From an optimization exercise on the open Yosys and OpenROAD flow, aimed at small area; shortcuts taken in it are not production practice. Function was checked by simulation only, so behaviour that the tests miss may differ from the original. Power figures rest on the tool's default switching activity, not on a simulated workload.

Design top_module, start of the top module:
module top_module(
    input mclk,
    input [15:0] sw,
    input rst,
    input press,
    output [6:0] seg,
    output [3:0] an
);
Size: ~250 cells after synthesis, roughly 30 I/O pins.
clock: 10.0 ns
lec_check: 0
abc_area: 1
cap_margin: 20
core_margin: 2
core_utilization: 85
slew_margin: 20
standard.sh (not shown) runs the stock make flow with config.mk's settings and CLKGATE_MAP_FILE= SYNTH_SCRIPT=/design/flow/synth_recipe.tcl, a recipe that flattens the netlist after the stock synthesis.
==> flow/flow/run.sh <==
#!/bin/bash
# Layout flow: the standard ORFS flow, with three changes to how the
# layout is made:
#  - synthesis maps with an area-oriented ABC script (abc_area.script here)
#    and leaves adders to ABC instead of the full/half-adder cells;
#  - the port buffers are sky130_fd_sc_hd__buf_1;
#  - clock tree synthesis clusters all sinks under few buffers and adds no
#    dummy loads.
# Everything else (registers, floorplan, power grid, CTS, routing) is the
# standard flow. Each step's full output goes to a log file in this folder.
set -euo pipefail
here=$(pwd)
mkdir -p "$here/synth_scripts"
cp -r "$FLOW_HOME/scripts/." "$here/synth_scripts/"
cp "$here/flow/abc_area.script" "$here/synth_scripts/abc_area.script"
bash standard.sh synth SCRIPTS_DIR="$here/synth_scripts" ADDER_MAP_FILE= > "$here/synth.log" 2>&1
bash standard.sh finish BUFFER_PORTS_ARGS="-buffer_cell sky130_fd_sc_hd__buf_1" \
  CTS_ARGS="-sink_clustering_enable -repair_clock_nets -dont_use_dummy_load -sink_clustering_size 64 -sink_clustering_max_diameter 300 -buf_list sky130_fd_sc_hd__clkbuf_4" > "$here/layout.log" 2>&1
test -f "$here/out/final.def"
==> flow/flow/abc_area.script <==
strash
&get -n
&fraig -x
&put
scorr
dc2
strash
&get -n
&deepsyn -T 60
&put
strash
&get -n
&dch -f
&nf -R 1000
&put
The baseline aborted during global placement (3_3_place_gp).
Next try:
--- a/flow/flow/run.sh
+++ b/flow/flow/run.sh
@@ -16,3 +16,4 @@
 bash standard.sh synth SCRIPTS_DIR="$here/synth_scripts" ADDER_MAP_FILE= > "$here/synth.log" 2>&1
-bash standard.sh finish BUFFER_PORTS_ARGS="-buffer_cell sky130_fd_sc_hd__buf_1" \
+{ cat constraint.sdc; echo 'set_max_transition 0.10 -clock_path [all_clocks]'; } > "$here/layout.sdc"
+bash standard.sh finish SDC_FILE="$here/layout.sdc" BUFFER_PORTS_ARGS="-buffer_cell sky130_fd_sc_hd__buf_1" \
   CTS_ARGS="-sink_clustering_enable -repair_clock_nets -dont_use_dummy_load -sink_clustering_size 64 -sink_clustering_max_diameter 300 -buf_list sky130_fd_sc_hd__clkbuf_4" > "$here/layout.log" 2>&1
- CORE_UTILIZATION: 85 -> 40
Now the flow finished clean.
Area after synthesis is higher by a quarter to a third.
Synthesized cell count increases by well over a third.
Next try:
--- a/flow/flow/run.sh
+++ b/flow/flow/run.sh
@@ -16,4 +16,3 @@
 bash standard.sh synth SCRIPTS_DIR="$here/synth_scripts" ADDER_MAP_FILE= > "$here/synth.log" 2>&1
-{ cat constraint.sdc; echo 'set_max_transition 0.10 -clock_path [all_clocks]'; } > "$here/layout.sdc"
-bash standard.sh finish SDC_FILE="$here/layout.sdc" BUFFER_PORTS_ARGS="-buffer_cell sky130_fd_sc_hd__buf_1" \
+bash standard.sh finish BUFFER_PORTS_ARGS="-buffer_cell sky130_fd_sc_hd__buf_1" \
   CTS_ARGS="-sink_clustering_enable -repair_clock_nets -dont_use_dummy_load -sink_clustering_size 64 -sink_clustering_max_diameter 300 -buf_list sky130_fd_sc_hd__clkbuf_4" > "$here/layout.log" 2>&1
Clock skew went down by 22 ps; sequential power went up by about 4%; cell area went down by 21%; area after synthesis went down by 24%.
Next try:
- CORE_UTILIZATION: 40 -> 70
What happened: Routed wire length came out higher by about 1%; utilization came out higher by 34 points; power came out higher by about 0.9%; first-iteration DRC count came out higher by about 110%; setup slack got worse by 5.4 ps; hold slack improved by 5.0 ps; combinational power came out higher by about 3%.
Next try:
--- a/flow/flow/run.sh
+++ b/flow/flow/run.sh
@@ -17,3 +17,3 @@
 bash standard.sh finish BUFFER_PORTS_ARGS="-buffer_cell sky130_fd_sc_hd__buf_1" \
-  CTS_ARGS="-sink_clustering_enable -repair_clock_nets -dont_use_dummy_load -sink_clustering_size 64 -sink_clustering_max_diameter 300 -buf_list sky130_fd_sc_hd__clkbuf_4" > "$here/layout.log" 2>&1
+  CTS_ARGS="-sink_clustering_enable -repair_clock_nets -dont_use_dummy_load -sink_clustering_size 64 -sink_clustering_max_diameter 300 -buf_list sky130_fd_sc_hd__clkbuf_8" > "$here/layout.log" 2>&1
 test -f "$here/out/final.def"
- CORE_UTILIZATION: 70 -> 40
After rerunning: Setup slack improves by 74 ps; clock power rose by 39%; final cell count came out higher by 8.8%; final area goes up by 3.5%; combinational power decreases by about 2%; area after synthesis stays the same; global-route usage went down by 11 points.
Next try:
--- a/flow/flow/run.sh
+++ b/flow/flow/run.sh
@@ -17,3 +17,3 @@
 bash standard.sh finish BUFFER_PORTS_ARGS="-buffer_cell sky130_fd_sc_hd__buf_1" \
-  CTS_ARGS="-sink_clustering_enable -repair_clock_nets -dont_use_dummy_load -sink_clustering_size 64 -sink_clustering_max_diameter 300 -buf_list sky130_fd_sc_hd__clkbuf_8" > "$here/layout.log" 2>&1
+  CTS_ARGS="-sink_clustering_enable -repair_clock_nets -dont_use_dummy_load -sink_clustering_size 64 -sink_clustering_max_diameter 300 -buf_list {sky130_fd_sc_hd__clkbuf_2 sky130_fd_sc_hd__clkbuf_4}" > "$here/layout.log" 2>&1
 test -f "$here/out/final.def"
==> flow/flow/abc_area.script (replaced) <==
strash
&get -n
&fraig -x
&put
scorr
dc2
strash
&get -n
&dch -f
&nf -R 1000
&put
- CORE_UTILIZATION: 40 -> 70
Effect: Wire length goes up by 12%; via count rose by 16%; die area shrinks by 39%; sequential cell count is unchanged; cell area goes up by 1.0%; total power went down by 9.4%.

==> afterwards: timing with drivers on the ports <==
Ports are ideal in the flow. The routed layouts listed here were re-timed in OpenROAD.
Step 1, drivers: a clkbuf_16 drives mclk and a buf_2 each remaining input, both assumed.
Step 2 moves the port delays by t, midway between the first and last clock arrival at a register: inputs arrive t later, outputs are due t later. That takes back most of the time a late clock gives input paths.
Three values: ideal ports, drivers, drivers and shift; two values: the first two.
| run | t (ns) | setup slack, ns | cell pins on the clock port's net |
|---|---|---|---|
| the second run | 0.397 | 5.558 / 5.529 / 5.927 | 1 |
| the third run | 0.401 | 5.648 / 5.624 / 6.026 | 1 |
| the fourth run | 0.397 | 5.643 / 5.618 / 6.016 | 1 |
| the fifth run | 0.349 | 5.717 / 5.691 / 6.040 | 1 |
| the sixth run | 0.405 | 5.691 / 5.664 / 6.069 | 1 |
After both steps every run listed still meets setup and hold.
